Context: an optimization exercise on an open-source flow, tuned for small area and a short achievable clock period. The choices shown serve that exercise and are no tape-out recipe. At most, simulation tests tie the RTL to the original design; equivalence was not proved. No functional check of the RTL was part of runs 1 and 2. No driver is modelled on the clock port, so clock power and skew are understated where the tree is cut down; a real chip needs a root buffer or a tree. Power figures rest on the tool's default switching activity, not on a simulated workload.

===== flow/design.v =====
module test_wrapper #(
	parameter SYS_VERSION = 41,
	parameter WIDTH = 16,
	parameter NUM_SUB_MON = 3
)(
	input clk,
	input reset,
	input       [5:0] slave_address,
	input             slave_read,
	input             slave_write,
	input      [31:0] slave_writedata,
	output reg [31:0] slave_readdata,
	output [15:0] dut_a,
	output [15:0] dut_b,
	input  [15:0] dut_out
);
	wire [7:0] we;
	wire [6:0] rs;
	wire       rd_hold;
	host_dec u_host_dec (
		.addr(slave_address), .rd(slave_read), .wr(slave_write),
		.we(we), .rs(rs), .hold(rd_hold)
	);
	reg [31:0] ctrl;
	wire [31:0] ctrl_next = we[0] ? slave_writedata : ctrl;
	reg        fsel;
	reg [15:0] man_a, man_b, set_a, set_b, clr_a, clr_b;
	always @(posedge clk)
		ctrl <= ctrl_next;
	always @(posedge clk) begin
		if (we[1]) fsel  <= slave_writedata[0];
		if (we[2]) man_a <= slave_writedata[15:0];
		if (we[3]) man_b <= slave_writedata[15:0];
		if (we[4]) set_a <= slave_writedata[15:0];
		if (we[5]) set_b <= slave_writedata[15:0];
		if (we[6]) clr_a <= slave_writedata[15:0];
		if (we[7]) clr_b <= slave_writedata[15:0];
	end
	wire rst    = ctrl[0];
	wire en     = ctrl[1];
	wire freeze = ctrl[2];
	reg [31:0] ra, rb;
	reg        rst_d, en_d, zero_d;
	function [31:0] lfsr_step(input [31:0] r);
		lfsr_step = {r[0], r[31], r[30] ^ r[0], r[29:27], r[26] ^ r[0], r[25] ^ r[0], r[24:1]};
	endfunction
	always @(posedge clk) begin
		rst_d <= rst;
		en_d  <= en;
	end
	always @(posedge clk)
		if (rst_d) begin
			ra <= 32'hCAFEF00D;
			rb <= 32'hFEEDC0DE;
		end else if (en_d) begin
			ra <= lfsr_step(ra);
			rb <= lfsr_step(rb);
		end
	localparam S_IDLE = 2'd0, S_READY = 2'd1, S_COUNT = 2'd2, S_DONE = 2'd3;
	reg [1:0] tstate;
	reg [3:0] delay_count;
	reg [3:0] out_count;
	wire dut_zero = ~|dut_out;
	always @(posedge clk)
		if (rst)
			tstate <= S_IDLE;
		else case (tstate)
			S_IDLE : if (dut_zero)   tstate <= S_READY;
			S_READY: if (&out_count) tstate <= S_COUNT;
			S_COUNT: if (dut_zero)   tstate <= S_DONE;
			default:                 tstate <= S_DONE;
		endcase
	always @(posedge clk)
		if (rst)
			delay_count <= 4'hF;
		else if (tstate == S_COUNT)
			delay_count <= delay_count + 1'b1;
	always @(posedge clk)
		if (rst || tstate == S_DONE || fsel)
			out_count <= 4'h0;
		else
			out_count <= out_count + 1'b1;
	reg [15:0] sa_0, sb_0, fa_0, fb_0;
	always @(posedge clk)
		zero_d <= rst || &out_count;
	wire [15:0] a_0 = zero_d ? 16'h0 : ra[15:0];
	wire [15:0] b_0 = zero_d ? 16'h0 : rb[15:0];
	always @(posedge clk)
		if (!fsel) begin
			sa_0 <= a_0 | set_a;
			sb_0 <= b_0 | set_b;
			fa_0 <= sa_0 & ~clr_a;
			fb_0 <= sb_0 & ~clr_b;
		end else begin
			sa_0 <= man_a;
			sb_0 <= man_b;
			fa_0 <= sa_0;
			fb_0 <= sb_0;
		end
	assign dut_a = fa_0;
	assign dut_b = fb_0;
	wire       sel = fa_0[0] & fb_0[0];
	wire [7:0] lo_p = fa_0[7:0] ^ fb_0[7:0];
	wire [7:0] lo_g = fa_0[7:0] & fb_0[7:0];
	wire [8:0] lo_c;
	pfx_carries u_lo_carries (.g(lo_g), .p(lo_p), .c_in(1'b0), .c(lo_c));
	wire [8:0] lo_sum = {lo_c[8], lo_p ^ lo_c[7:0]};
	reg  [7:0] r1_lo, r1_p, r1_g;
	reg        r1_c;
	always @(posedge clk) begin
		r1_lo <= sel ? fb_0[7:0]  : lo_sum[7:0];
		r1_c  <= sel ? 1'b0       : lo_sum[8];
		r1_p  <= sel ? fb_0[15:8] : fa_0[15:8] ^ fb_0[15:8];
		r1_g  <= sel ? 8'h00      : fa_0[15:8] & fb_0[15:8];
	end
	wire [8:0] hi_c;
	pfx_carries u_hi_carries (.g(r1_g), .p(r1_p), .c_in(r1_c), .c(hi_c));
	reg [15:0] ref2;
	always @(posedge clk)
		ref2 <= {r1_p ^ hi_c[7:0], r1_lo};
	wire [15:0] x = dut_out ^ ref2;
	integer i;
	reg [4:0] lzc;
	always @(*) begin
		lzc = 5'd16;
		for (i = 0; i < 16; i = i + 1)
			if (x[i]) lzc = 5'd15 - i;
	end
	reg [4:0] lz1, lz2, lz3, lz4, lz5;
	always @(posedge clk) begin
		lz1 <= lzc;
		lz2 <= lz1;
		lz3 <= lz2;
		lz4 <= lz3;
		lz5 <= lz4;
	end
	reg [3:0] rdy_ctr;
	always @(posedge clk)
		if (rst)
			rdy_ctr <= 4'd0;
		else if (!rdy_ctr[3])
			rdy_ctr <= rdy_ctr + 1'b1;
	wire ready = rdy_ctr[3];
	reg sb_en;
	wire sb_en_next = !ctrl_next[2] && !rst && (rdy_ctr[3] || &rdy_ctr[2:0]);
	always @(posedge clk)
		sb_en <= sb_en_next;
	reg [31:0] data_ctr, error_ctr;
	reg [4:0]  acc, maxacc, minacc;
	reg err_en;
	always @(posedge clk)
		err_en <= sb_en_next && !lz4[4];
	reg [2:0] data_f, error_f;
	always @(posedge clk)
		if (rst) begin
			data_f  <= 3'b000;
			error_f <= 3'b000;
		end else begin
			data_f  <= {&data_ctr[23:1],  &data_ctr[15:1],  &data_ctr[7:1]}  & {3{data_ctr[0]  ^ sb_en}};
			error_f <= {&error_ctr[23:1], &error_ctr[15:1], &error_ctr[7:1]} & {3{error_ctr[0] ^ err_en}};
		end
	integer j;
	always @(posedge clk)
		if (rst) begin
			data_ctr  <= 32'h0;
			error_ctr <= 32'h0;
		end else begin
			if (sb_en)
				data_ctr[7:0] <= data_ctr[7:0] + 1'b1;
			if (err_en)
				error_ctr[7:0] <= error_ctr[7:0] + 1'b1;
			for (j = 1; j < 4; j = j + 1) begin
				if (sb_en && data_f[j - 1])
					data_ctr[8 * j +: 8] <= data_ctr[8 * j +: 8] + 1'b1;
				if (err_en && error_f[j - 1])
					error_ctr[8 * j +: 8] <= error_ctr[8 * j +: 8] + 1'b1;
			end
		end
	always @(posedge clk)
		acc <= ready ? lz5 : 5'd16;
	always @(posedge clk)
		if (rst) begin
			maxacc <= 5'd0;
			minacc <= 5'd16;
		end else if (sb_en) begin
			if (acc > maxacc) maxacc <= acc;
			if (acc < minacc) minacc <= acc;
		end
	wire        done = (tstate == S_DONE);
	wire [31:0] dut_delay = done ? {28'h0, delay_count} : 32'hFFFFFFFF;
	wire [31:0] sysver = SYS_VERSION;
	wire [31:0] maxacc_w = {26'h0, maxacc[4], 1'b0, maxacc[3:0]};
	wire [31:0] minacc_w = {26'h0, minacc[4], 1'b0, minacc[3:0]};
	wire [31:0] rd_next;
	genvar gb;
	generate
		for (gb = 0; gb < 32; gb = gb + 1) begin: rdbit
			if (gb == 4 || gb > 5) begin: narrow
				rd_ao #(.N(5)) u_ao (
					.s({rd_hold, rs[4], rs[3], rs[2], rs[0]}),
					.v({slave_readdata[gb], error_ctr[gb], data_ctr[gb], dut_delay[gb], ctrl[gb]}),
					.y(rd_next[gb])
				);
			end else begin: wide
				rd_ao #(.N(8)) u_ao (
					.s({rd_hold, rs[6], rs[5], rs[4], rs[3], rs[2], rs[1], rs[0]}),
					.v({slave_readdata[gb], minacc_w[gb], maxacc_w[gb], error_ctr[gb], data_ctr[gb], dut_delay[gb], sysver[gb], ctrl[gb]}),
					.y(rd_next[gb])
				);
			end
		end
	endgenerate
	always @(posedge clk)
		slave_readdata <= rd_next;
endmodule
module pfx_carries (
	input  [7:0] g,
	input  [7:0] p,
	input        c_in,
	output [8:0] c
);
	wire [8:0] gl [0:4];
	wire [8:0] pl [0:4];
	assign gl[0] = {g, c_in};
	assign pl[0] = {p, 1'b0};
	genvar l, k;
	generate
		for (l = 0; l < 4; l = l + 1) begin: lvl
			for (k = 0; k < 9; k = k + 1) begin: bt
				if (k >= (1 << l)) begin: node
					pfx_pg u_pg (
						.gh(gl[l][k]), .ph(pl[l][k]),
						.gl(gl[l][k - (1 << l)]), .pl(pl[l][k - (1 << l)]),
						.g(gl[l + 1][k]), .p(pl[l + 1][k])
					);
				end else begin: pass
					assign gl[l + 1][k] = gl[l][k];
					assign pl[l + 1][k] = pl[l][k];
				end
			end
		end
	endgenerate
	assign c = gl[4];
endmodule
module pfx_pg (
	input  gh, ph, gl, pl,
	output g, p
);
	assign g = gh | (ph & gl);
	assign p = ph & pl;
endmodule
module host_dec (
	input  [5:0] addr,
	input        rd,
	input        wr,
	output [7:0] we,
	output [6:0] rs,
	output       hold
);
	wire writing = wr & ~rd;
	wire reading = rd & ~wr;
	assign we = {8{writing}} & {addr == 6'h28, addr == 6'h24, addr == 6'h20, addr == 6'h1C,
	                          addr == 6'h18, addr == 6'h14, addr == 6'h10, addr == 6'h00};
	assign rs = {7{reading}} & {addr == 6'h3C, addr == 6'h38, addr == 6'h34, addr == 6'h30,
	                          addr == 6'h2C, addr == 6'h04, addr == 6'h00};
	assign hold = ~|rs;
endmodule
module rd_ao #(
	parameter N = 2
)(
	input  [N-1:0] s,
	input  [N-1:0] v,
	output         y
);
	assign y = |(s & v);
endmodule

===== flow/constraint.sdc =====
create_clock -name core_clock -period 3.0 [get_ports {clk}]
set_input_delay 0.6000 -clock core_clock [delete_from_list [all_inputs] [get_ports {clk}]]
set_output_delay 0.6000 -clock core_clock [all_outputs]
set_load 0.01 [all_outputs]

===== flow/run.sh =====
#!/bin/bash
# synth_recipe.tcl (not shown) runs the flow's synth.tcl, then flattens the netlist and writes it again
# the make line also repeats each setting of config.mk as NAME=value (left out here)
make -C /OpenROAD-flow-scripts/flow DESIGN_CONFIG=/design/flow/config.mk WORK_HOME=/design/flow/orfs CLKGATE_MAP_FILE= SYNTH_SCRIPT=/design/flow/synth_recipe.tcl finish

===== flow/config.mk =====
export PLATFORM = sky130hd
export DESIGN_NAME = test_wrapper
export DESIGN_NICKNAME = test_wrapper
export VERILOG_FILES = /design/flow/design.v
export SDC_FILE = /design/flow/constraint.sdc
export NUM_CORES = 4
export LEC_CHECK = 0
export ABC_AREA = 1
export CAP_MARGIN = 20
export CORE_MARGIN = 2
export CORE_UTILIZATION = 40
export SETUP_SLACK_MARGIN = 1.2
export SLEW_MARGIN = 20
export SYNTH_HIERARCHICAL = 1

==> results.txt, run 1 <==
outcome no timing/DRC/antenna violations; grt total ovfl 0; Post-Syn Instances 2,036; Worst Path Max Fanout 3; GRT Util Overall 0.178; placement-stage worst setup slack 202 ps; CP startpoint kind input pin; Root Buffer clkbuf_16; global placement routability congestion 0.825; die height 215 µm; row count 77; total routed wirelength 41.1 mm; Syn Area/Cell 8.74 µm²; Fmax achieved 569 MHz; Final TNS setup 0 ps; antenna violation net count after detailed routing 0; P per Cell Area 605 nW/µm²; worst skew pair latency 600 ps; Synth Cell Area 17,800 µm²; chip width 215 µm; total I/O pin count 122; largest net degree at the start of global routing 65; Layout area overhead 21.4%; Starting Density 0.404; full die area 46,200 µm²; Worst Path Required 3500 ps; Clock Skew 27.9 ps; CTS H-Tree Depth 2; min Tclk post-route 1760 ps; kind of critical path in -> reg; fill cell count 4,194; Clock transition at path regs 60 ps; drt via density 4.62; initial antenna violation count 0; CP Data Arrival Time 2260 ps; initial DRC count 639; CTS max path bufs 3; max_cap viols 0; placed cell area 19,800 µm²; Lkg Pwr 9.66 nW; PortBufs 120; DP HPWL 28.7 mm; crit share post-route 0.586; Worst Slack Setup Final 1240 ps; unrepaired setup endpoints after global routing no; DR WL/cell 14.5 µm; Max IR drop VDD 368 µV; Nets 2,290; CTS tree built; vias 13,100; DRT Pass-1 Iters 4; ANT cells 0; Fin. Hold Viols 0; design area 21,600 µm²; worst min path class reg -> reg; vias in the first global route 12,500; first-pass GRT wire length 65.6 mm; Tightest Pin Transition 620 ps; Rel. slew slack 0.586; clock sinks 458; CP endpoint kind flip-flop; yosys warns 8; final number of max-transition violations 0; # setup viols final 0; cts bufs inserted 47; # DRC 0; core area 44,000 µm²; fraction of layout instances using a drive strength above 1 0.141
## final timing paths
path,start,to,slack [ps],depth (start not counted)
hold / removal,lz4[3]$_DFF_P_,lz5[3]$_DFF_P_,310,0
setup reg to reg,maxacc[4]$_SDFFE_PP0P_,maxacc[3]$_SDFFE_PP0P_,1310,9
hold reg to reg,lz4[3]$_DFF_P_,lz5[3]$_DFF_P_,310,0
setup / recovery,slave_address[0],err_en$_DFF_P_,1240,7
## worst max-delay path, cell delays in order
cell             delay [ps]
clkdlybuf4s50_1         470
nor2_4                  180
nand3_2                 150
nor3_4                  250
buf_12                  150
mux2_4                  330
nor4_2                  140
## placed cells by master, fill, tap and decap left out, types with 8 or more instances in the layout
| cell type | instances |
|---|---|
| inv_1 | 219 |
| buf_2 | 40 |
| edfxtp_1 | 128 |
| clkinv_2 | 12 |
| nor2_4 | 10 |
| ha_1 | 36 |
| conb_1 | 10 |
| clkdlybuf4s50_1 | 51 |
| o21ai_0 | 111 |
| dfxtp_1 | 283 |
| o21ai_1 | 13 |
| mux2_2 | 8 |
| nor3_1 | 18 |
| clkbuf_8 | 12 |
| a21oi_1 | 87 |
| clkdlybuf4s15_2 | 12 |
| dfxtp_4 | 11 |
| nor2_2 | 8 |
| buf_4 | 38 |
| inv_2 | 21 |
| a21boi_0 | 32 |
| xor2_1 | 22 |
| dfxtp_2 | 36 |
| nand2_1 | 605 |
| buf_12 | 9 |
| nor2_1 | 176 |
| xnor2_1 | 20 |
| nand4_1 | 11 |
| clkbuf_16 | 49 |
| nand3_1 | 55 |
## metrics by stage
stage | hold slack (ps) | power (mW) | utilization | instances
6_report | 310 | 13.1 | 0.491 | 2826
2_1_floorplan | 310 | 6.90 | - | 2044
5_1_grt | 312 | 13.6 | 0.491 | 2826
4_1_cts | 308 | 13.2 | 0.489 | 2821
3_5_place_dp | 312 | 7.25 | 0.449 | 2717
3_3_place_gp | 311 | 7.24 | 0.449 | 2717
## metal layers
| layer | wire [µm] | vias to the layer above | track usage |
|---|---|---|---|
| li1 | - | 6773 | - |
| met4 | 1030 | 0 | 0.0514 |
| met1 | 18100 | 6021 | 0.217 |
| met2 | 20300 | 204 | 0.317 |
| met5 | 0 | - | 0 |
| met3 | 1650 | 65 | 0.0347 |
## cell type report
type	instances	area, µm²	share of cell area
clock buffers	65	1390	0.0641
inverters	244	917	0.0425
clock inverters	23	262	0.0121
repair buffers	169	1510	0.0697
well taps	592	741	0.0343
flip-flops and latches	458	10500	0.488
multi-input cells	1275	6260	0.290
## where the power goes
group          switching (mW)  total, mW  internal (mW)
Clock                    2.49       6.02           3.53
Combinational           0.274      0.510          0.236
Sequential             0.0719       6.55           6.47
## timing repair
item	4_1_cts	5_1_grt
hold buffers	0	0
endpoints found under the setup margin	196	120
resized for setup	270	50
pin swaps	3	4
buffers inserted	16	4
gates cloned	0	1
## flip-flops by register name, indices dropped and copies added (netlist names), 32 cells and up
signal          flops
slave_readdata     32
rb                 32
data_ctr           32
ra                 32
error_ctr          32
ctrl               32
==> run 2, diff against run 1 <==
==> flow/flow/run.sh (new file) <==
#!/bin/bash
set -euo pipefail
here=$(cd "$(dirname "$0")" && pwd)
export BUFFER_PORTS_ARGS="-buffer_cell sky130_fd_sc_hd__buf_2"
export PRE_CTS_TCL="$here/cts_root.tcl"
export FLOW_CLOCK_PORT=clk
bash standard.sh > make.log 2>&1
==> flow/flow/cts_root.tcl (new file) <==
rename clock_tree_synthesis my_tritoncts
proc clock_tree_synthesis { args } {
  my_tritoncts {*}$args
  my_drop_root_buffer
}

proc my_drop_root_buffer { } {
  set block [ord::get_db_block]
  set port_net [$block findNet $::env(FLOW_CLOCK_PORT)]
  set roots {}
  foreach it [$port_net getITerms] { lappend roots $it }
  if { [llength $roots] != 1 } { puts "drop_root: port drives [llength $roots] pins, kept"; return }
  set rit [lindex $roots 0]
  set root [$rit getInst]
  if { ![string match "sky130_fd_sc_hd__clkbuf_*" [[$root getMaster] getName]] } { puts "drop_root: no root buffer"; return }
  set root_net "NULL"
  foreach it [$root getITerms] {
    if { [$it isOutputSignal] } { set root_net [$it getNet] }
  }
  set loads {}
  foreach it [$root_net getITerms] {
    if { [$it isOutputSignal] } { continue }
    if { ![string match "sky130_fd_sc_hd__clkbuf_*" [[[$it getInst] getMaster] getName]] } {
      puts "drop_root: root drives a non-buffer, kept"; return
    }
    lappend loads $it
  }
  if { [llength $loads] > 4 } { puts "drop_root: root drives [llength $loads] buffers, kept"; return }
  foreach it $loads {
    $it disconnect
    $it connect $port_net
  }
  foreach it [$root getITerms] { $it disconnect }
  odb::dbInst_destroy $root
  odb::dbNet_destroy $root_net
  puts "drop_root: the clock port drives [llength $loads] buffers directly"
}
==> flow/standard.sh (new file) <==
#!/bin/bash
# synth_recipe.tcl (not shown) runs the flow's synth.tcl, then flattens the netlist and writes it again
# the make line also repeats each setting of config.mk as NAME=value (left out here)
make -C /OpenROAD-flow-scripts/flow DESIGN_CONFIG=/design/flow/config.mk WORK_HOME=/design/flow/orfs CLKGATE_MAP_FILE= SYNTH_SCRIPT=/design/flow/synth_recipe.tcl "${@:-finish}"
removed: flow/run.sh
==> results.txt, run 2 <==
outcome no timing/DRC/antenna violations; clock sinks 458; combinational power share 0.035; DRT Pass-1 Iters 5; yosys warns 8; Hold Path End lz4[1]$_DFF_P_; full die area 46,200 µm²; # DRC 0; row count 77; chip width 215 µm; max_cap viols 0; HP Start lz3[1]$_DFF_P_; Seq. cell area 10,500 µm²; # setup viols final 0; antenna violation net count after detailed routing 0; CTS tree built; total I/O pin count 122; Clock transition at path regs 60 ps; worst r2r path cells 4; largest net degree at the start of global routing 65; Synth Cell Area 17,800 µm²; Worst Path Max Fanout 14; M2 GR Usage 0.311; total power 12.7 mW; M3 GR Usage 0.0304; initial DRC count 703; Clock Skew 13.1 ps; Rel. slew slack 0.595; Starting Density 0.404; CP endpoint kind flip-flop; CP Data Arrival Time 2010 ps; Post-Syn Instances 2,036; r2r startpoint ctrl[0]$_DFFE_PP_; most common cell after layout, fill and taps aside nand2_1; min Tclk post-route 1730 ps; sequential fraction of design power 0.515; PortBufs 120; most frequent cells in the layout nand2_1 (605), dfxtp_1 (328), inv_1 (220); Post-Route Utilization 0.470; worst min path class reg -> reg; Nets 2,266; Max IR drop VDD 430 µV; core area 44,000 µm²; Worst Path Required 3280 ps; clock share of power 0.451; worst skew pair latency 390 ps; vias in the first global route 12,500; cts bufs inserted 47; DP HPWL 28.5 mm; reg2reg end data_f[2]$_SDFF_PP0_; CP startpoint kind flip-flop; vias 13,000; kind of critical path reg -> reg; drt via density 4.65; global placement routability congestion 0.817; initial antenna violation count 0; Final TNS setup 0 ps; final number of max-transition violations 0; Syn Area/Cell 8.74 µm²; placement-stage worst setup slack 680 ps; fill cell count 4,235; internal cell power 10.0 mW; crit share post-route 0.578; Fmax achieved 577 MHz; total routed wirelength 40.3 mm; grt total ovfl 0; Hold Slack 323 ps; reg2reg setup slack 1270 ps; die height 215 µm; unrepaired setup endpoints after global routing yes; GR Util met1 0.207; Tightest Pin Transition 608 ps; busiest grt layer met2; Lkg Pwr 9.40 nW; Layout area overhead 16.4%; GRT Util Overall 0.173; Hold Path Cell Cnt 0; Fin. Hold Viols 0; fraction of layout instances using a drive strength above 1 0.131; first-pass GRT wire length 63.9 mm; multi-input logic area 6220 µm²; Worst Slack Setup Final 1270 ps; P per Cell Area 614 nW/µm²; DR WL/cell 14.4 µm; Net Switching 2.67 mW; ANT cells 0; Sw Share 0.210
run 2: how the worst max path moves through the flow:
stage / from / endpoint / cells past startpoint
2_1_floorplan: slave_address[1] / err_en$_DFF_P_ / 5
3_3_place_gp: slave_address[1] / slave_readdata[2]$_DFF_P_ / 12
3_5_place_dp: slave_address[1] / slave_readdata[5]$_DFF_P_ / 12
4_1_cts: ctrl[0]$_DFFE_PP_ / data_f[2]$_SDFF_PP0_ / 4
5_1_grt: fb_0[0]$_DFF_P_ / r1_lo[6]$_DFF_P_ / 10
6_report: ctrl[0]$_DFFE_PP_ / data_f[2]$_SDFF_PP0_ / 4
run 2: worst max-delay path, cell delays in order, from the launching register on:
cell and delay, ps:
edfxtp_1 490, buf_4 260, nor4_4 390, nand4_1 240, nor4_2 250
run 2: final cells by class:
class,count,share of cell area
Timing Repair Buffer,146,0.0402
Inverter,244,0.0442
Clock buffer,64,0.0629
Tap cell,592,0.0358
Clock inverter,22,0.0117
Multi-Input combinational cell,1275,0.300
Sequential cell,458,0.505
run 2: repair_timing:
action | in CTS | in global routing
hold buffers | 0 | 0
buffers inserted | 1 | 2
setup endpoints to repair | 33 | 65
pin swaps | 2 | 3
gates resized for setup | 2 | 5
run 2: power groups by stage:
stage / clock network, mW / logic, mW / registers [mW]
6_report: 5.73 / 0.444 / 6.54
5_1_grt: 6.10 / 0.503 / 6.55
4_1_cts: 5.87 / 0.449 / 6.55
3_5_place_dp: 0 / 0.447 / 6.68
3_3_place_gp: 0 / 0.438 / 6.68
2_1_floorplan: 0 / 0.202 / 6.69
run 2: metal layers:
layer	vias up	share of wire
met5	-	0
met4	0	0.032
met3	74	0.043
met2	211	0.50
met1	6010	0.43
li1	6729	-
run 2: per-stage QoR:
step / instance area (µm²) / instances
2_1_floorplan: 17900 / 2044
3_3_place_gp: 19100 / 2712
3_5_place_dp: 19100 / 2712
4_1_cts: 20600 / 2799
5_1_grt: 20700 / 2801
6_report: 20700 / 2801
==> run 3, diff against run 2 <==
--- a/flow/design.v
+++ b/flow/design.v
@@ -153,10 +153,4 @@
 	reg [2:0] data_f, error_f;
-	always @(posedge clk)
-		if (rst) begin
-			data_f  <= 3'b000;
-			error_f <= 3'b000;
-		end else begin
-			data_f  <= {&data_ctr[23:1],  &data_ctr[15:1],  &data_ctr[7:1]}  & {3{data_ctr[0]  ^ sb_en}};
-			error_f <= {&error_ctr[23:1], &error_ctr[15:1], &error_ctr[7:1]} & {3{error_ctr[0] ^ err_en}};
-		end
+	wire [3:0] data_ci  = {sb_en  & (&data_f),  sb_en  & (&data_f[1:0]),  sb_en  & data_f[0],  sb_en};
+	wire [3:0] error_ci = {err_en & (&error_f), err_en & (&error_f[1:0]), err_en & error_f[0], err_en};
 	integer j;
@@ -166,12 +160,14 @@
 			error_ctr <= 32'h0;
+			data_f    <= 3'b000;
+			error_f   <= 3'b000;
 		end else begin
-			if (sb_en)
-				data_ctr[7:0] <= data_ctr[7:0] + 1'b1;
-			if (err_en)
-				error_ctr[7:0] <= error_ctr[7:0] + 1'b1;
-			for (j = 1; j < 4; j = j + 1) begin
-				if (sb_en && data_f[j - 1])
+			for (j = 0; j < 4; j = j + 1) begin
+				if (data_ci[j])
 					data_ctr[8 * j +: 8] <= data_ctr[8 * j +: 8] + 1'b1;
-				if (err_en && error_f[j - 1])
+				if (error_ci[j])
 					error_ctr[8 * j +: 8] <= error_ctr[8 * j +: 8] + 1'b1;
+			end
+			for (j = 0; j < 3; j = j + 1) begin
+				data_f[j]  <= &data_ctr[8 * j + 1 +: 7]  & (data_ctr[8 * j]  ^ data_ci[j]);
+				error_f[j] <= &error_ctr[8 * j + 1 +: 7] & (error_ctr[8 * j] ^ error_ci[j]);
 			end
--- a/flow/config.mk
+++ b/flow/config.mk
@@ -11,3 +11,3 @@
 export CORE_UTILIZATION = 40
-export SETUP_SLACK_MARGIN = 1.2
+export SETUP_SLACK_MARGIN = 1.6
 export SLEW_MARGIN = 20
==> results.txt, run 3 <==
GRT Util Overall 0.189; full die area 46,100 µm²; Lkg Pwr 10.3 nW; CP startpoint kind input pin; DRT Pass-1 Iters 7; DP HPWL 27.9 mm; total routed wirelength 45.7 mm; fraction of layout instances using a drive strength above 1 0.291; DR WL/cell 15.8 µm; P per Cell Area 560 nW/µm²; Worst Path Max Fanout 8; grt total ovfl 0; Nets 2,358; outcome no timing/DRC/antenna violations; final number of max-transition violations 0; CP Data Arrival Time 1950 ps; worst skew pair latency 410 ps; worst min path class reg -> reg; Max IR drop VDD 389 µV; total power 13.2 mW; min Tclk post-route 1630 ps; most common cell after layout, fill and taps aside nand2_1; largest net degree at the start of global routing 68; Clock Skew 31.7 ps; CTS tree built; chip width 215 µm; core area 44,000 µm²; Clock transition at path regs 60 ps; antenna violation net count after detailed routing 0; clock sinks 458; die height 215 µm; M3 GR Usage 0.0347; Hold-fix buffers, CTS 0; # DRC 0; design area 23,600 µm²; Synth Cell Area 17,800 µm²; # setup viols final 0; Cells after DPL 2,693; Worst Path Required 3320 ps; max_cap viols 0; crit share post-route 0.544; global placement routability congestion 0.836; drt via density 4.73; vias 13,700; Layout area overhead 33.0%; PortBufs 120; Post-Syn Instances 2,022; fill cell count 3,827; GR Util met1 0.233; Rel. slew slack 0.600; Fmax achieved 612 MHz; M2 GR Usage 0.331; total I/O pin count 122; Starting Density 0.403; kind of critical path in -> reg; initial DRC count 896; most frequent cells in the layout nand2_1 (512), dfxtp_1 (244), inv_1 (185); Syn Area/Cell 8.78 µm²; CP endpoint kind flip-flop; placed cell area 19,200 µm²; Fin. Hold Viols 0; unrepaired setup endpoints after global routing yes; Tightest Pin Transition 600 ps; first-pass GRT wire length 69.1 mm; busiest grt layer met2; initial antenna violation count 5; vias in the first global route 13,000; yosys warns 8; number of non-filler instances in the completed layout 2,896; Final TNS setup 0 ps; cts bufs inserted 48; row count 77
[run 3: per-layer routing]
layer | vias to the layer above | share of wire
li1 | 6938 | -
met1 | 6403 | 0.43
met2 | 261 | 0.50
met3 | 95 | 0.042
met4 | 8 | 0.032
met5 | - | 0.0010
[run 3: stage by stage]
stage	setup slack, ps	utilization	hold slack [ps]
after global routing	1290	0.536	331
after CTS	1390	0.512	325
after global placement	696	0.437	313
after floorplan	702	-	310
after detailed placement	665	0.437	312
final	1370	0.536	320
[run 3: area by class of cell]
cell class	instances	area (µm²)	share of cell area
multi-input combinational	1272	7240	0.307
antenna	1	2.50	0.000106
clock inverter	22	255	0.0108
inverter	235	963	0.0408
timing repair buffer	248	2440	0.104
tap	592	741	0.0314
timing repair inverter	1	7.51	0.000318
clock buffer	67	1340	0.0569
sequential	458	10600	0.449
[run 3: path summary, 6_finish.rpt]
kind | startpoint | to | slack [ps] | cells past startpoint
max reg2reg | acc[0]$_SDFF_PN0_ | maxacc[3]$_SDFFE_PP0P_ | 1440 | 6
min reg2reg | r1_lo[0]$_DFF_P_ | ref2[0]$_DFF_P_ | 320 | 0
max | slave_address[3] | slave_readdata[6]$_DFF_P_ | 1370 | 14
min | r1_lo[0]$_DFF_P_ | ref2[0]$_DFF_P_ | 320 | 0
[run 3: timing repair]
item                                    CTS  global route
buffers inserted                         70            32
resized for setup                       281           226
cloned                                    7             4
pin swaps                                45            91
endpoints found under the setup margin  316           216
[run 3: worst max-delay path, stage by stage]
cell and delay [ps]:
buf_6 110, nand2_2 60, inv_2 40, nand2_4 100, nor2_4 50, nor2_2 110
nand2_2 80, nor2_4 270, buf_6 170, buf_16 160, nand2_2 50, nand2_1 50
inv_1 30, nand2_1 50
[run 3: where the power goes]
part,switching (mW),internal (mW)
Combinational,0.355,0.401
Clock,2.41,3.50
Sequential,0.0893,6.48
Total,2.86,10.4
==> run 4, diff against run 3 <==
--- a/flow/config.mk
+++ b/flow/config.mk
@@ -8,2 +8,3 @@
 export ABC_AREA = 1
+export ABC_CLOCK_PERIOD_IN_PS = 1600
 export CAP_MARGIN = 20
@@ -11,3 +12,3 @@
 export CORE_UTILIZATION = 40
-export SETUP_SLACK_MARGIN = 1.6
+export SETUP_SLACK_MARGIN = 1.4
 export SLEW_MARGIN = 20
==> results.txt, run 4 <==
Fmax achieved 623 MHz; worst skew pair latency 420 ps; reg2reg end minacc[4]$_SDFFE_PP1P_; Synth Cell Area 17,800 µm²; DP HPWL 27.9 mm; drt via density 4.64; chip width 215 µm; slowest stage delay, CP 340 ps; fill cell count 4,153; M3 GR Usage 0.0301; CP Data Arrival Time 1880 ps; Clock transition at path regs 60 ps; worst min path class reg -> reg; Syn Area/Cell 8.78 µm²; initial antenna violation count 2; unrepaired setup endpoints after global routing yes; GR Util met1 0.213; most frequent cells in the layout nand2_1 (592), dfxtp_1 (306), inv_1 (221); grt total ovfl 0; total routed wirelength 40.6 mm; global placement routability congestion 0.821; CTS tree built; HP Start lz2[2]$_DFF_P_; max_cap viols 0; Post-Syn Instances 2,022; slowest stage cell, crit path dfxtp_1; placed cell area 19,100 µm²; PortBufs 120; r2r startpoint minacc[4]$_SDFFE_PP1P_; P per Cell Area 609 nW/µm²; # setup viols final 0; Final TNS setup 0 ps; placement-stage worst setup slack 655 ps; Worst Slack Setup Final 1400 ps; full die area 46,100 µm²; Clock Skew 32.8 ps; final number of max-transition violations 0; min Tclk post-route 1600 ps; sequential fraction of design power 0.506; Layout area overhead 19.3%; crit share post-route 0.535; total I/O pin count 122; busiest grt layer met2; Hold Slack 320 ps; Hold Path End lz3[2]$_DFF_P_; clock sinks 458; cells along the critical path inv_1 -> ha_1 -> nand2_1 -> inv_1 -> o2111ai_1 -> nand3_4 -> inv_1 -> a21oi_1 -> o21ai_0; M2 GR Usage 0.310; vias in the first global route 12,400; Worst Path Max Fanout 9; reg2reg setup slack 1400 ps; clock share of power 0.458; Starting Density 0.403; kind of critical path reg -> reg; DR WL/cell 14.5 µm; row count 77; combinational power share 0.036; Sw Share 0.216; worst r2r path cells 9; DRT Pass-1 Iters 6; vias 13,000; antenna violation net count after detailed routing 0; outcome no timing/DRC/antenna violations; CP startpoint kind flip-flop; die height 215 µm; largest net degree at the start of global routing 68; Seq. cell area 10,500 µm²; Hold Path Cell Cnt 0; initial DRC count 651; Nets 2,262; Lkg Pwr 9.53 nW; Tightest Pin Transition 705 ps; most common cell after layout, fill and taps aside nand2_1; multi-input logic area 6440 µm²; Max IR drop VDD 390 µV; yosys warns 8; CP dominant cell by count inv_1; first-pass GRT wire length 64.0 mm; ANT cells 0; fraction of layout instances using a drive strength above 1 0.158; Net Switching 2.78 mW; Hold-fix buffers, CTS 0; design area 21,200 µm²; Rel. slew slack 0.530; internal cell power 10.1 mW; GRT Util Overall 0.173; Worst Path Required 3270 ps; cts bufs inserted 48; core area 44,000 µm²; # DRC 0; Fin. Hold Viols 0; CP endpoint kind flip-flop
-- run 4: routing by layer --
metal  vias to the layer above  wire, µm
met4                         0       882
li1                       6718         -
met2                       234     20500
met3                        57      1690
met5                         -         0
met1                      5982     17500
-- run 4: per-stage QoR --
| stage | util | std cells | total power [mW] |
|---|---|---|---|
| 2_1_floorplan | - | 2030 | 6.90 |
| 3_3_place_gp | 0.434 | 2695 | 7.12 |
| 3_5_place_dp | 0.434 | 2695 | 7.13 |
| 4_1_cts | 0.475 | 2792 | 13.0 |
| 5_1_grt | 0.481 | 2799 | 13.4 |
| 6_report | 0.481 | 2799 | 12.9 |
-- run 4: area by class of cell --
class                      count  share of cell area
clock buffer                  70              0.0682
inverter                     235              0.0425
sequential                   458               0.495
timing repair inverter         1            0.000236
multi-input combinational   1271               0.304
tap                          592              0.0350
timing repair buffer         153              0.0455
clock inverter                19             0.00986
-- run 4: repair_timing --
item,in CTS,in global routing
resized for setup,24,59
pin swaps,6,7
endpoints found under the setup margin,141,92
setup buffers,8,5
gates cloned,0,2
-- run 4: power by group through the flow --
| stage | sequential, mW | combinational, mW | clock (mW) |
|---|---|---|---|
| after floorplan | 6.69 | 0.204 | 0 |
| final | 6.53 | 0.461 | 5.91 |
| after detailed placement | 6.67 | 0.455 | 0 |
| after global placement | 6.67 | 0.446 | 0 |
| after CTS | 6.54 | 0.459 | 6.05 |
| after global routing | 6.55 | 0.522 | 6.33 |
-- run 4: how the worst max path moves through the flow --
stage | slack, ps | depth (start not counted) | from | end
floorplan | 700 | 5 | slave_address[1] | err_en$_DFF_P_
global placement | 710 | 12 | slave_address[1] | slave_readdata[5]$_DFF_P_
detailed placement | 660 | 12 | slave_address[1] | slave_readdata[5]$_DFF_P_
CTS | 1400 | 1 | fb_0[6]$_DFF_P_ | dut_b[6]
global route | 1270 | 9 | minacc[4]$_SDFFE_PP1P_ | minacc[4]$_SDFFE_PP1P_
finish | 1400 | 9 | minacc[4]$_SDFFE_PP1P_ | minacc[4]$_SDFFE_PP1P_
-- run 4: critical path: cells and delay by family (launching register included) --
| family | cells | cell delay (ps) |
|---|---|---|
| AND/OR/NAND/NOR | 2 | 250 |
| flip-flops | 1 | 340 |
| adder cells (fa/ha/maj) | 1 | 290 |
| AO/OA/AOI/OAI | 3 | 410 |
| buffers and inverters | 3 | 200 |
==> run 5, diff against run 4 <==
--- a/flow/config.mk
+++ b/flow/config.mk
@@ -8,3 +8,2 @@
 export ABC_AREA = 1
-export ABC_CLOCK_PERIOD_IN_PS = 1600
 export CAP_MARGIN = 20
==> results.txt, run 5 <==
die height 215 µm; row count 77; kind of critical path reg -> reg; unrepaired setup endpoints after global routing yes; max_cap viols 0; CP endpoint kind flip-flop; Max IR drop VDD 390 µV; reg2reg end minacc[4]$_SDFFE_PP1P_; Starting Density 0.403; # DRC 0; yosys warns 8; Clock Skew 32.8 ps; Worst Slack Setup Final 1400 ps; global placement routability congestion 0.821; Hold Path Cell Cnt 0; Lkg Pwr 9.53 nW; Syn Area/Cell 8.78 µm²; core area 44,000 µm²; Fmax achieved 623 MHz; Fin. Hold Viols 0; CTS tree built; Worst Path Max Fanout 9; vias in the first global route 12,400; initial antenna violation count 2; total routed wirelength 40.6 mm; DP HPWL 27.9 mm; worst r2r path cells 9; full die area 46,100 µm²; Layout area overhead 19.3%; largest net degree at the start of global routing 68; Clock transition at path regs 60 ps; Final TNS setup 0 ps; Worst Path Required 3270 ps; total I/O pin count 122; P per Cell Area 609 nW/µm²; GRT Util Overall 0.173; antenna violation net count after detailed routing 0; Sw Share 0.216; internal cell power 10.1 mW; DRT Pass-1 Iters 6; reg2reg setup slack 1400 ps; Hold Path End lz3[2]$_DFF_P_; final number of max-transition violations 0; DR WL/cell 14.5 µm; Net Switching 2.78 mW; initial DRC count 651; worst min path class reg -> reg; chip width 215 µm; worst skew pair latency 420 ps; clock sinks 458; Nets 2,262; CP startpoint kind flip-flop; crit share post-route 0.535; most common cell after layout, fill and taps aside nand2_1; grt total ovfl 0; HP Start lz2[2]$_DFF_P_; PortBufs 120; Rel. slew slack 0.530; Synth Cell Area 17,800 µm²; sequential fraction of design power 0.506; clock share of power 0.458; cts bufs inserted 48; drt via density 4.64; fraction of layout instances using a drive strength above 1 0.158; most frequent cells in the layout nand2_1 (592), dfxtp_1 (306), inv_1 (221); # setup viols final 0; Tightest Pin Transition 705 ps; outcome no timing/DRC/antenna violations; r2r startpoint minacc[4]$_SDFFE_PP1P_; Hold-fix buffers, CTS 0; placement-stage worst setup slack 655 ps; Post-Syn Instances 2,022; combinational power share 0.036; ANT cells 0; CP Data Arrival Time 1880 ps; min Tclk post-route 1600 ps; first-pass GRT wire length 64.0 mm; vias 13,000
==> run 5: how the worst max path moves through the flow <==
| stage | from | end | slack [ps] |
|---|---|---|---|
| global route | minacc[4]$_SDFFE_PP1P_ | minacc[4]$_SDFFE_PP1P_ | 1270 |
| floorplan | slave_address[1] | err_en$_DFF_P_ | 700 |
| CTS | fb_0[6]$_DFF_P_ | dut_b[6] | 1400 |
| detailed placement | slave_address[1] | slave_readdata[5]$_DFF_P_ | 660 |
| global placement | slave_address[1] | slave_readdata[5]$_DFF_P_ | 710 |
| finish | minacc[4]$_SDFFE_PP1P_ | minacc[4]$_SDFFE_PP1P_ | 1400 |
==> run 5: power by group through the flow <==
stage          sequential (mW)  clock [mW]  combinational (mW)
6_report                  6.53        5.91               0.461
5_1_grt                   6.55        6.33               0.522
4_1_cts                   6.54        6.05               0.459
3_5_place_dp              6.67           0               0.455
3_3_place_gp              6.67           0               0.446
2_1_floorplan             6.69           0               0.204
==> run 5: layer usage <==
layer,global-route usage,part of all wire,vias to the layer above,wire (µm)
met1,0.213,0.43,5982,17500
met4,0.0495,0.022,0,882
met2,0.310,0.50,234,20500
met5,0,0,-,0
met3,0.0301,0.042,57,1690
li1,-,-,6718,-
==> run 5: worst max-delay path: stages (launching register included) <==
cell       delay, ps
dfxtp_1          340
inv_1             60
ha_1             290
nand2_1           70
inv_1             70
o2111ai_1        190
nand3_4          180
inv_1             70
a21oi_1          120
o21ai_0          100
==> run 5: area by class of cell <==
cell class,count,area [µm²]
clock buffer,70,1450
clock inverter,19,209
fill,4153,22800
inverter,235,900
multi-input combinational,1271,6440
sequential,458,10500
tap,592,741
timing repair buffer,153,965
timing repair inverter,1,5.00
==> run 5: per-stage QoR <==
| stage | hold WS [ps] | utilization | cell area, µm² | cells | total power [mW] |
|---|---|---|---|---|---|
| after floorplan | 310 | - | 17900 | 2030 | 6.90 |
| after global placement | 312 | 0.434 | 19100 | 2695 | 7.12 |
| after detailed placement | 312 | 0.434 | 19100 | 2695 | 7.13 |
| after CTS | 320 | 0.475 | 20900 | 2792 | 13.0 |
| after global routing | 326 | 0.481 | 21200 | 2799 | 13.4 |
| final | 320 | 0.481 | 21200 | 2799 | 12.9 |
==> run 5: what timing repair did <==
| action | in CTS | in global routing |
|---|---|---|
| gates resized for setup | 24 | 59 |
| pin swaps | 6 | 7 |
| cloned | 0 | 2 |
| buffers inserted | 8 | 5 |
| setup endpoints to repair | 141 | 92 |
==> run 6, diff against run 5 <==
--- a/flow/config.mk
+++ b/flow/config.mk
@@ -8,2 +8,3 @@
 export ABC_AREA = 1
+export ABC_CLOCK_PERIOD_IN_PS = 1000
 export CAP_MARGIN = 20
==> results.txt, run 6 <==
clock sinks 458; Post-Syn Instances 2,022; Top Family by Delay on Critical Path compound AO/OA/AOI/OAI gates; worst min path class reg -> reg; PortBufs 120; antenna violation net count after detailed routing 0; Lkg Pwr 9.53 nW; most frequent cells in the layout nand2_1 (592), dfxtp_1 (306), inv_1 (221); CP Data Arrival Time 1880 ps; kind of critical path reg -> reg; Max IR drop VDD 390 µV; chip width 215 µm; Worst Slack Setup Final 1400 ps; initial antenna violation count 2; CP endpoint kind flip-flop; ANT cells 0; Fmax achieved 623 MHz; fraction of layout instances using a drive strength above 1 0.158; Worst Path Required 3270 ps; design area 21,200 µm²; die height 215 µm; cts bufs inserted 48; Tightest Pin Transition 705 ps; core area 44,000 µm²; Starting Density 0.403; largest net degree at the start of global routing 68; row count 77; Post-Route Utilization 0.481; HP Start lz2[2]$_DFF_P_; Rel. slew slack 0.530; worst skew pair latency 420 ps; max_cap viols 0; yosys warns 8; initial DRC count 651; r2r startpoint minacc[4]$_SDFFE_PP1P_; outcome no timing/DRC/antenna violations; total I/O pin count 122; Nets 2,262; cells along the critical path inv_1 -> ha_1 -> nand2_1 -> inv_1 -> o2111ai_1 -> nand3_4 -> inv_1 -> a21oi_1 -> o21ai_0; vias 13,000; min Tclk post-route 1600 ps; drt via density 4.64; DP HPWL 27.9 mm; Setup crit start minacc[4]$_SDFFE_PP1P_; GRT Util Overall 0.173; Layout area overhead 19.3%; Clock transition at path regs 60 ps; global placement routability congestion 0.821; total routed wirelength 40.6 mm; Clock Skew 32.8 ps; Final TNS setup 0 ps; Fin. Hold Viols 0; full die area 46,100 µm²; worst path bufs/invs 3; DR WL/cell 14.5 µm; final number of max-transition violations 0; CP dominant cell by count inv_1; vias in the first global route 12,400; Synth Cell Area 17,800 µm²; placed cell area 19,100 µm²; unrepaired setup endpoints after global routing yes; grt total ovfl 0; DRT Pass-1 Iters 6; Hold Slack 320 ps; Syn Area/Cell 8.78 µm²; CP startpoint kind flip-flop; placement-stage worst setup slack 655 ps; # DRC 0; P per Cell Area 609 nW/µm²; crit share post-route 0.535; first-pass GRT wire length 64.0 mm; most common cell after layout, fill and taps aside nand2_1; slowest stage cell, crit path dfxtp_1; Worst Path Max Fanout 9; slowest stage delay, CP 340 ps; CTS tree built; # setup viols final 0
==> run 6: cell type report <==
| class | count | area (µm²) |
|---|---|---|
| clock inverter | 19 | 209 |
| sequential | 458 | 10500 |
| inverter | 235 | 900 |
| multi-input combinational | 1271 | 6440 |
| fill | 4153 | 22800 |
| tap | 592 | 741 |
| clock buffer | 70 | 1450 |
| timing repair buffer | 153 | 965 |
| timing repair inverter | 1 | 5.00 |
==> run 6: power breakdown <==
group | leakage, nW | switching, mW | internal, mW
clock | 0.809 | 2.44 | 3.47
combinational | 4.84 | 0.282 | 0.179
sequential | 3.88 | 0.0635 | 6.47
==> run 6: path summary, 6_finish.rpt <==
path	to	depth (start not counted)	slack, ps
max	minacc[4]$_SDFFE_PP1P_	9	1400
min	lz3[2]$_DFF_P_	0	320
max reg2reg	minacc[4]$_SDFFE_PP1P_	9	1400
min reg2reg	lz3[2]$_DFF_P_	0	320
==> run 6: routing by layer <==
| metal | track usage | wire [µm] | part of all wire | up-vias |
|---|---|---|---|---|
| li1 | - | - | - | 6718 |
| met1 | 0.213 | 17500 | 0.43 | 5982 |
| met2 | 0.310 | 20500 | 0.50 | 234 |
| met3 | 0.0301 | 1690 | 0.042 | 57 |
| met4 | 0.0495 | 882 | 0.022 | 0 |
| met5 | 0 | 0 | 0 | - |
==> run 6: per-stage QoR <==
step	cells	power, mW
after floorplan	2030	6.90
after global placement	2695	7.12
after detailed placement	2695	7.13
after CTS	2792	13.0
after global routing	2799	13.4
final	2799	12.9
==> run 6: timing repair <==
action,4_1_cts,5_1_grt
resized for setup,24,59
hold buffers,0,0
buffers inserted,8,5
pin swaps,6,7
setup endpoints to repair,141,92
cloned,0,2
endpoints found under the hold margin,0,0
==> run 7, diff against run 6 <==
--- a/flow/design.v
+++ b/flow/design.v
@@ -193,14 +193,18 @@
 		for (gb = 0; gb < 32; gb = gb + 1) begin: rdbit
+			wire n_cd, n_de, n_mm, n_sv;
+			cell_aoi22 u_cd (.a1(rs[0]), .a2(ctrl[gb]), .b1(rs[2]), .b2(dut_delay[gb]), .y(n_cd));
+			cell_aoi22 u_de (.a1(rs[3]), .a2(data_ctr[gb]), .b1(rs[4]), .b2(error_ctr[gb]), .y(n_de));
 			if (gb == 4 || gb > 5) begin: narrow
-				rd_ao #(.N(5)) u_ao (
-					.s({rd_hold, rs[4], rs[3], rs[2], rs[0]}),
-					.v({slave_readdata[gb], error_ctr[gb], data_ctr[gb], dut_delay[gb], ctrl[gb]}),
-					.y(rd_next[gb])
-				);
+				wire n_h;
+				cell_nand2 u_h (.a(rd_hold), .b(slave_readdata[gb]), .y(n_h));
+				cell_nand3 u_y (.a(n_cd), .b(n_de), .c(n_h), .y(rd_next[gb]));
 			end else begin: wide
-				rd_ao #(.N(8)) u_ao (
-					.s({rd_hold, rs[6], rs[5], rs[4], rs[3], rs[2], rs[1], rs[0]}),
-					.v({slave_readdata[gb], minacc_w[gb], maxacc_w[gb], error_ctr[gb], data_ctr[gb], dut_delay[gb], sysver[gb], ctrl[gb]}),
-					.y(rd_next[gb])
-				);
+				wire n_mh;
+				cell_aoi22 u_mm (.a1(rs[5]), .a2(maxacc_w[gb]), .b1(rs[6]), .b2(minacc_w[gb]), .y(n_mm));
+				if ((SYS_VERSION >> gb) & 1) begin: sv1
+					cell_aoi21 u_sv (.a1(rd_hold), .a2(slave_readdata[gb]), .b(rs[1]), .y(n_mh));
+				end else begin: sv0
+					cell_nand2 u_sv (.a(rd_hold), .b(slave_readdata[gb]), .y(n_mh));
+				end
+				cell_nand4 u_y (.a(n_cd), .b(n_de), .c(n_mm), .d(n_mh), .y(rd_next[gb]));
 			end
@@ -217,16 +221,25 @@
 );
-	wire [8:0] gl [0:4];
-	wire [8:0] pl [0:4];
-	assign gl[0] = {g, c_in};
-	assign pl[0] = {p, 1'b0};
+	wire [7:0] gl [0:3];
+	wire [7:0] pl [0:3];
+	wire       g0;
+	pfx_g u_cin (.gh(g[0]), .ph(p[0]), .gl(c_in), .g(g0));
+	assign gl[0] = {g[7:1], g0};
+	assign pl[0] = p;
 	genvar l, k;
 	generate
-		for (l = 0; l < 4; l = l + 1) begin: lvl
-			for (k = 0; k < 9; k = k + 1) begin: bt
-				if (k >= (1 << l)) begin: node
-					pfx_pg u_pg (
-						.gh(gl[l][k]), .ph(pl[l][k]),
-						.gl(gl[l][k - (1 << l)]), .pl(pl[l][k - (1 << l)]),
-						.g(gl[l + 1][k]), .p(pl[l + 1][k])
+		for (l = 0; l < 3; l = l + 1) begin: lvl
+			for (k = 0; k < 8; k = k + 1) begin: bt
+				if (k & (1 << l)) begin: node
+					pfx_g u_g (
+						.gh(gl[l][k]), .ph(pl[l][k]), .gl(gl[l][((k >> l) << l) - 1]),
+						.g(gl[l + 1][k])
 					);
+					if (((k >> (l + 1)) << (l + 1)) != 0 && l < 2) begin: prop
+						pfx_p u_p (
+							.ph(pl[l][k]), .pl(pl[l][((k >> l) << l) - 1]),
+							.p(pl[l + 1][k])
+						);
+					end else begin: noprop
+						assign pl[l + 1][k] = 1'b0;
+					end
 				end else begin: pass
@@ -238,9 +251,14 @@
 	endgenerate
-	assign c = gl[4];
-endmodule
-module pfx_pg (
-	input  gh, ph, gl, pl,
-	output g, p
+	assign c = {gl[3], c_in};
+endmodule
+module pfx_g (
+	input  gh, ph, gl,
+	output g
 );
 	assign g = gh | (ph & gl);
+endmodule
+module pfx_p (
+	input  ph, pl,
+	output p
+);
 	assign p = ph & pl;
@@ -263,10 +281,16 @@
 endmodule
-module rd_ao #(
-	parameter N = 2
-)(
-	input  [N-1:0] s,
-	input  [N-1:0] v,
-	output         y
-);
-	assign y = |(s & v);
-endmodule
+module cell_aoi22 (input a1, a2, b1, b2, output y);
+	assign y = ~((a1 & a2) | (b1 & b2));
+endmodule
+module cell_aoi21 (input a1, a2, b, output y);
+	assign y = ~((a1 & a2) | b);
+endmodule
+module cell_nand2 (input a, b, output y);
+	assign y = ~(a & b);
+endmodule
+module cell_nand3 (input a, b, c, output y);
+	assign y = ~(a & b & c);
+endmodule
+module cell_nand4 (input a, b, c, d, output y);
+	assign y = ~(a & b & c & d);
+endmodule
--- a/flow/config.mk
+++ b/flow/config.mk
@@ -8,3 +8,2 @@
 export ABC_AREA = 1
-export ABC_CLOCK_PERIOD_IN_PS = 1000
 export CAP_MARGIN = 20
==> results.txt, run 7 <==
outcome no timing/DRC/antenna violations; grt total ovfl 0; vias in the first global route 11,800; core area 43,000 µm²; slowest stage delay, CP 410 ps; initial DRC count 664; chip width 213 µm; total I/O pin count 122; min Tclk post-route 1580 ps; Synth Cell Area 17,400 µm²; vias 12,900; Post-Route Utilization 0.489; fraction of layout instances using a drive strength above 1 0.165; fill cell count 4,051; Syn Area/Cell 9.01 µm²; placement-stage worst setup slack 677 ps; CP startpoint kind flip-flop; Hold Slack 324 ps; Starting Density 0.405; GRT Util Overall 0.173; Final TNS setup 0 ps; worst min path class reg -> reg; final number of max-transition violations 0; Clock transition at path regs 60 ps; number of non-filler instances in the completed layout 2,715; max_cap viols 0; slowest stage cell, crit path dfxtp_1; initial antenna violation count 4; unrepaired setup endpoints after global routing yes; cells along the critical path inv_1 -> ha_1 -> a41oi_1 -> nand2_2 -> o21ai_1 -> a21oi_1; # setup viols final 0; Fin. Hold Viols 0; P per Cell Area 604 nW/µm²; Post-Syn Instances 1,934; design area 21,000 µm²; die height 213 µm; Rel. slew slack 0.572; Tightest Pin Transition 639 ps; DR WL/cell 15.0 µm; first-pass GRT wire length 61.5 mm; crit share post-route 0.528; total power 12.7 mW; largest net degree at the start of global routing 65; Cells after DPL 2,595; global placement routability congestion 0.835; DP HPWL 26.2 mm; kind of critical path reg -> reg; Hold-fix buffers, CTS 0; Layout area overhead 20.7%; row count 76; DRT Pass-1 Iters 5; clock sinks 458; Worst Path Max Fanout 5; yosys warns 8; CTS tree built; Worst Slack Setup Final 1420 ps; full die area 45,200 µm²; most common cell after layout, fill and taps aside nand2_1; most frequent cells in the layout nand2_1 (509), dfxtp_1 (319), inv_1 (214); worst skew pair latency 410 ps; placed cell area 18,700 µm²; drt via density 4.74; Lkg Pwr 9.03 nW; Max IR drop VDD 428 µV; CP Data Arrival Time 1870 ps; Clock Skew 25.6 ps; total routed wirelength 40.8 mm; Nets 2,184; PortBufs 120; CP endpoint kind flip-flop; antenna violation net count after detailed routing 0; cts bufs inserted 48; # DRC 0; Worst Path Required 3280 ps; Fmax achieved 631 MHz
[run 7: path summary, 6_finish.rpt]
check | from | end | slack, ps | cells after the start
max | acc[0]$_SDFF_PN0_ | maxacc[2]$_SDFFE_PP0P_ | 1420 | 6
min | lz1[0]$_SDFF_PP0_ | lz2[0]$_DFF_P_ | 320 | 0
max reg2reg | acc[0]$_SDFF_PN0_ | maxacc[2]$_SDFFE_PP0P_ | 1420 | 6
min reg2reg | lz1[0]$_SDFF_PP0_ | lz2[0]$_DFF_P_ | 320 | 0
[run 7: final cells by class]
class	instances	area, µm²	area share
sequential	458	10500	0.498
multi-input combinational	1186	6160	0.293
clock buffer	67	1320	0.0629
timing repair buffer	164	1190	0.0565
inverter	231	885	0.0421
tap	585	732	0.0348
clock inverter	21	243	0.0116
timing repair inverter	1	5.00	0.000238
antenna	2	5.00	0.000238
[run 7: layer usage]
layer | vias up | share of wire | track usage
li1 | 6522 | - | -
met1 | 6022 | 0.46 | 0.230
met2 | 231 | 0.47 | 0.287
met3 | 75 | 0.047 | 0.0353
met4 | 6 | 0.022 | 0.0463
met5 | - | 0.00091 | 0
[run 7: worst max-delay path: cells and delay by family (launching register included)]
| family | cells | cell delay, ps |
|---|---|---|
| AOI/OAI and AO/OA | 3 | 530 |
| adders and majority gates | 1 | 300 |
| buffers and inverters | 1 | 80 |
| DFF | 1 | 410 |
| and+or+nand+nor | 1 | 160 |
[run 7: where the power goes]
part | switching, mW | internal, mW | leakage [nW]
registers | 0.0601 | 6.47 | 3.88
clock network | 2.37 | 3.36 | 0.749
logic | 0.260 | 0.179 | 4.40
[run 7: repair_timing]
| item | CTS | global route |
|---|---|---|
| endpoints found under the setup margin | 196 | 117 |
| pin swaps | 7 | 19 |
| cloned | 1 | 6 |
| setup buffers | 6 | 17 |
| endpoints found under the hold margin | 0 | 0 |
| resized for setup | 27 | 81 |
==> run 8, diff against run 7 <==
--- a/flow/flow/run.sh
+++ b/flow/flow/run.sh
@@ -4,2 +4,3 @@
 export BUFFER_PORTS_ARGS="-buffer_cell sky130_fd_sc_hd__buf_2"
+export CTS_ARGS="-sink_clustering_enable -repair_clock_nets -dont_use_dummy_load"
 export PRE_CTS_TCL="$here/cts_root.tcl"
==> results.txt, run 8 <==
outcome no timing/DRC/antenna violations; Lkg Pwr 8.87 nW; HP Start lz2[2]$_DFF_P_; Clock Skew 69.1 ps; P per Cell Area 569 nW/µm²; vias 12,800; unrepaired setup endpoints after global routing yes; Rel. slew slack 0.590; CP Data Arrival Time 1660 ps; total power 11.8 mW; Hold Path End lz3[2]$_DFF_P_; initial DRC count 670; Max IR drop VDD 415 µV; Tightest Pin Transition 615 ps; total I/O pin count 122; first-pass GRT wire length 61.2 mm; r2r startpoint acc[0]$_SDFF_PN0_; initial antenna violation count 4; total routed wirelength 39.7 mm; DP HPWL 26.2 mm; clock share of power 0.408; Post-Syn Instances 1,934; full die area 45,200 µm²; yosys warns 8; worst skew pair latency 400 ps; min Tclk post-route 1620 ps; worst r2r path cells 7; design area 20,700 µm²; Layout area overhead 18.7%; clock sinks 458; sequential fraction of design power 0.556; die height 213 µm; Starting Density 0.405; row count 76; kind of critical path in -> reg; Fmax achieved 616 MHz; core area 43,000 µm²; most frequent cells in the layout nand2_1 (512), dfxtp_1 (322), inv_1 (215); CP startpoint kind input pin; Fin. Hold Viols 0; Post-Route Utilization 0.481; CP endpoint kind flip-flop; worst min path class reg -> reg; most common cell after layout, fill and taps aside nand2_1; antenna violation net count after detailed routing 0; GRT Util Overall 0.172; internal cell power 9.38 mW; drt via density 4.77; Worst Path Required 3030 ps; Net Switching 2.38 mW; Synth Cell Area 17,400 µm²; final number of max-transition violations 0; Hold Path Cell Cnt 0; reg2reg end maxacc[0]$_SDFFE_PP0P_; placed cell area 18,700 µm²; combinational power share 0.036; # setup viols final 0; Worst Path Max Fanout 31; max_cap viols 0; DRT Pass-1 Iters 5; Final TNS setup 0 ps; fraction of layout instances using a drive strength above 1 0.158; PortBufs 120; chip width 213 µm; Syn Area/Cell 9.01 µm²; Setup crit start slave_address[4]; # DRC 0; crit share post-route 0.542; Nets 2,194; global placement routability congestion 0.835; largest net degree at the start of global routing 65; cells along the critical path buf_2 -> nor2_4 -> nand3_2 -> nor3_4 -> buf_12; grt total ovfl 0; Sw Share 0.202; vias in the first global route 11,800; slowest stage delay, CP 330 ps; slowest stage cell, crit path nor3_4; Clock transition at path regs 60 ps; reg2reg setup slack 1440 ps; DR WL/cell 14.8 µm
-- run 8: layout make-up --
class,instances,area [µm²]
Antenna cell,2,5.00
Clock buffer,47,1180
Fill cell,4063,22300
Inverter,231,892
Multi-Input combinational cell,1185,6170
Sequential cell,458,10500
Tap cell,585,732
Timing Repair Buffer,176,1230
-- run 8: timing repair --
| action | in CTS | in global routing |
|---|---|---|
| cloned | 1 | 1 |
| gates resized for setup | 30 | 67 |
| pin swaps | 8 | 17 |
| setup buffers | 9 | 29 |
| setup endpoints to repair | 198 | 136 |
| hold buffers | 0 | 0 |
-- run 8: metrics by stage --
step                setup WS (ps)  cells  hold WS, ps
floorplan                     702   1935          310
finish                       1380   2684          316
global placement              723   2595          312
detailed placement            677   2595          312
CTS                          1400   2652          313
global route                 1310   2682          317
-- run 8: critical path: cells and delay by family --
kind	cells	cell delay, ps
buf+inv	2	410
simple gates	3	610
-- run 8: metal layers --
layer	track usage	share of wire	wire, µm
met1	0.229	0.46	18200
met2	0.285	0.47	18600
met3	0.0354	0.050	1970
met4	0.0458	0.024	961
met5	0	0.00093	37
-- run 8: how the worst max path moves through the flow --
stage | depth (start not counted) | endpoint | slack (ps)
after global placement | 11 | slave_readdata[30]$_DFF_P_ | 720
after floorplan | 5 | err_en$_DFF_P_ | 700
after CTS | 11 | slave_readdata[21]$_DFF_P_ | 1400
after detailed placement | 11 | slave_readdata[26]$_DFF_P_ | 680
after global routing | 13 | slave_readdata[5]$_DFF_P_ | 1310
final | 5 | ctrl[25]$_DFFE_PP_ | 1380
-- run 8: power groups by stage --
| stage | Clock (mW) | Combinational [mW] | Sequential [mW] |
|---|---|---|---|
| after global placement | 0 | 0.406 | 6.67 |
| after floorplan | 0 | 0.170 | 6.69 |
| after detailed placement | 0 | 0.417 | 6.67 |
| after CTS | 4.92 | 0.423 | 6.53 |
| after global routing | 5.14 | 0.480 | 6.54 |
| final | 4.80 | 0.429 | 6.53 |
==> run 9, diff against run 8 <==
==> flow/flow/run.sh (replaced) <==
#!/bin/bash
set -euo pipefail
here=$(cd "$(dirname "$0")" && pwd)
export BUFFER_PORTS_ARGS="-buffer_cell sky130_fd_sc_hd__buf_2"
export CTS_ARGS="-sink_clustering_enable -repair_clock_nets -dont_use_dummy_load -sink_clustering_size 40 -sink_clustering_max_diameter 60"
export PRE_CTS_TCL="$here/cts_root.tcl"
export FLOW_CLOCK_PORT=clk
bash standard.sh > make.log 2>&1
==> results.txt, run 9 <==
initial antenna violation count 4; worst min path class reg -> reg; worst path bufs/invs 1; Fmax achieved 628 MHz; HP Start r1_lo[6]$_DFF_P_; drt via density 4.74; cells along the critical path buf_6; Final TNS setup 0 ps; CP Data Arrival Time 990 ps; Worst Path Required 2400 ps; Net Switching 2.17 mW; full die area 45,200 µm²; Rel. slew slack 0.582; internal cell power 8.28 mW; Top Family by Delay on Critical Path flip-flops; core area 43,000 µm²; fraction of layout instances using a drive strength above 1 0.159; initial DRC count 716; total I/O pin count 122; DP HPWL 26.2 mm; total power 10.4 mW; row count 76; Worst Path Max Fanout 2; max_cap viols 0; crit share post-route 0.530; Layout area overhead 16.3%; Clock transition at path regs 100 ps; Lkg Pwr 8.63 nW; first-pass GRT wire length 60.9 mm; total routed wirelength 39.4 mm; DR WL/cell 14.8 µm; kind of critical path reg -> out; Nets 2,173; GRT Util Overall 0.169; worst skew pair latency 480 ps; vias in the first global route 11,700; largest net degree at the start of global routing 65; Starting Density 0.405; slowest stage delay, CP 400 ps; most common cell after layout, fill and taps aside nand2_1; Syn Area/Cell 9.01 µm²; Tightest Pin Transition 628 ps; Hold Slack 311 ps; outcome no timing/DRC/antenna violations; clock share of power 0.335; Worst Slack Setup Final 1410 ps; Synth Cell Area 17,400 µm²; P per Cell Area 515 nW/µm²; combinational power share 0.040; DRT Pass-1 Iters 5; # DRC 0; PortBufs 120; unrepaired setup endpoints after global routing yes; Post-Route Utilization 0.471; die height 213 µm; CP startpoint kind flip-flop; final number of max-transition violations 0; r2r startpoint sb_en$_DFF_P_; CP endpoint kind primary output; Clock Skew 90.3 ps; Fin. Hold Viols 0; Max IR drop VDD 431 µV; Sw Share 0.208; placement-stage worst setup slack 677 ps; Post-Syn Instances 1,934; Setup crit start fa_0[0]$_DFF_P_; clock sinks 458; yosys warns 8; # setup viols final 0; min Tclk post-route 1590 ps; fill cell count 4,082; antenna violation net count after detailed routing 0; slowest stage cell, crit path dfxtp_4; global placement routability congestion 0.835; chip width 213 µm; most frequent cells in the layout nand2_1 (515), dfxtp_1 (293), inv_1 (215); sequential fraction of design power 0.624; Hold-fix buffers, CTS 0; grt total ovfl 0; vias 12,600
==> run 9: area by class of cell <==
| type | instances | area (µm²) | area share |
|---|---|---|---|
| repair buffers | 173 | 1310 | 0.0645 |
| clock buffers | 28 | 701 | 0.0346 |
| diodes | 2 | 5.00 | 0.000247 |
| well taps | 585 | 732 | 0.0361 |
| inverters | 231 | 887 | 0.0438 |
| multi-input cells | 1186 | 6120 | 0.302 |
| flip-flops and latches | 458 | 10500 | 0.519 |
==> run 9: routing by layer <==
| layer | wire length, µm | share of wire | track usage | vias up |
|---|---|---|---|---|
| met1 | 18200 | 0.46 | 0.229 | 5900 |
| met4 | 764 | 0.019 | 0.0393 | 6 |
| li1 | - | - | - | 6461 |
| met3 | 1760 | 0.045 | 0.0249 | 54 |
| met2 | 18600 | 0.47 | 0.288 | 198 |
| met5 | 37 | 0.00094 | 0 | - |
==> run 9: repair_timing <==
action                                  CTS  global route
resized for setup                        69            74
endpoints found under the setup margin  206           109
buffers inserted                         10            25
gates cloned                              1             2
pin swaps                                 7            16
==> run 9: path summary, 6_finish.rpt <==
| kind | depth (start not counted) | to | slack [ps] |
|---|---|---|---|
| setup / recovery | 1 | dut_a[0] | 1410 |
| hold / removal | 0 | ref2[6]$_DFF_P_ | 310 |
| setup reg to reg | 10 | data_ctr[31]$_SDFFE_PP0P_ | 1430 |
| hold reg to reg | 0 | ref2[6]$_DFF_P_ | 310 |
==> run 9: power groups by stage <==
stage / clock, mW / sequential, mW / combinational, mW
2_1_floorplan: 0 / 6.69 / 0.170
3_3_place_gp: 0 / 6.67 / 0.406
3_5_place_dp: 0 / 6.67 / 0.417
4_1_cts: 3.63 / 6.52 / 0.423
5_1_grt: 3.83 / 6.53 / 0.474
6_report: 3.50 / 6.52 / 0.423
==> run 9: through the flow <==
stage | area [µm²] | instances
finish | 20300 | 2663
global route | 20300 | 2661
CTS | 19800 | 2634
detailed placement | 18700 | 2595
global placement | 18700 | 2595
floorplan | 17500 | 1935

afterwards: timing with drivers on the ports:
How much do the figures lean on ideal ports? The routed layouts below were timed once more, with nothing changed but the port constraints.
Step 1: set_driving_cell puts a clkbuf_16 on clk and a buf_2 on each other input, an assumption about the parent block.
Step 2 also shifts input and output timing later by t, the mid clock arrival at the registers, as if the neighbouring blocks saw the same clock.
Slacks: ideal ports / drivers / drivers and shift; pairs: ideal ports / drivers.
| run | t, ns | slack for setup (ns) | clock arrival spread, ns | pins driven straight from the clock port |
|---|---|---|---|---|
| run 1 | 0.644 | 1.242 / 1.186 / 0.634 | 0.028 / 0.028 | 1 |
| run 2 | 0.492 | 1.267 / 1.267 / 0.899 | 0.014 / 0.014 | 4 |
| run 3 | 0.512 | 1.367 / 1.347 / 0.925 | 0.032 / 0.032 | 4 |
| run 4 | 0.524 | 1.395 / 1.282 / 1.049 | 0.035 / 0.035 | 4 |
| run 5 | 0.524 | 1.395 / 1.282 / 1.049 | 0.035 / 0.035 | 4 |
| run 6 | 0.524 | 1.395 / 1.282 / 1.049 | 0.035 / 0.035 | 4 |
| run 7 | 0.512 | 1.416 / 1.331 / 1.006 | 0.026 / 0.026 | 4 |
| run 8 | 0.490 | 1.375 / 1.328 / 0.985 | 0.074 / 0.073 | 4 |
| run 9 | 0.496 | 1.409 / 1.338 / 1.011 | 0.105 / 0.106 | 2 |
After both steps setup and hold are still met in every run listed. The setup slack of run 1, which loses most, moves by -0.056 ns with the drivers and by -0.608 ns with both steps.
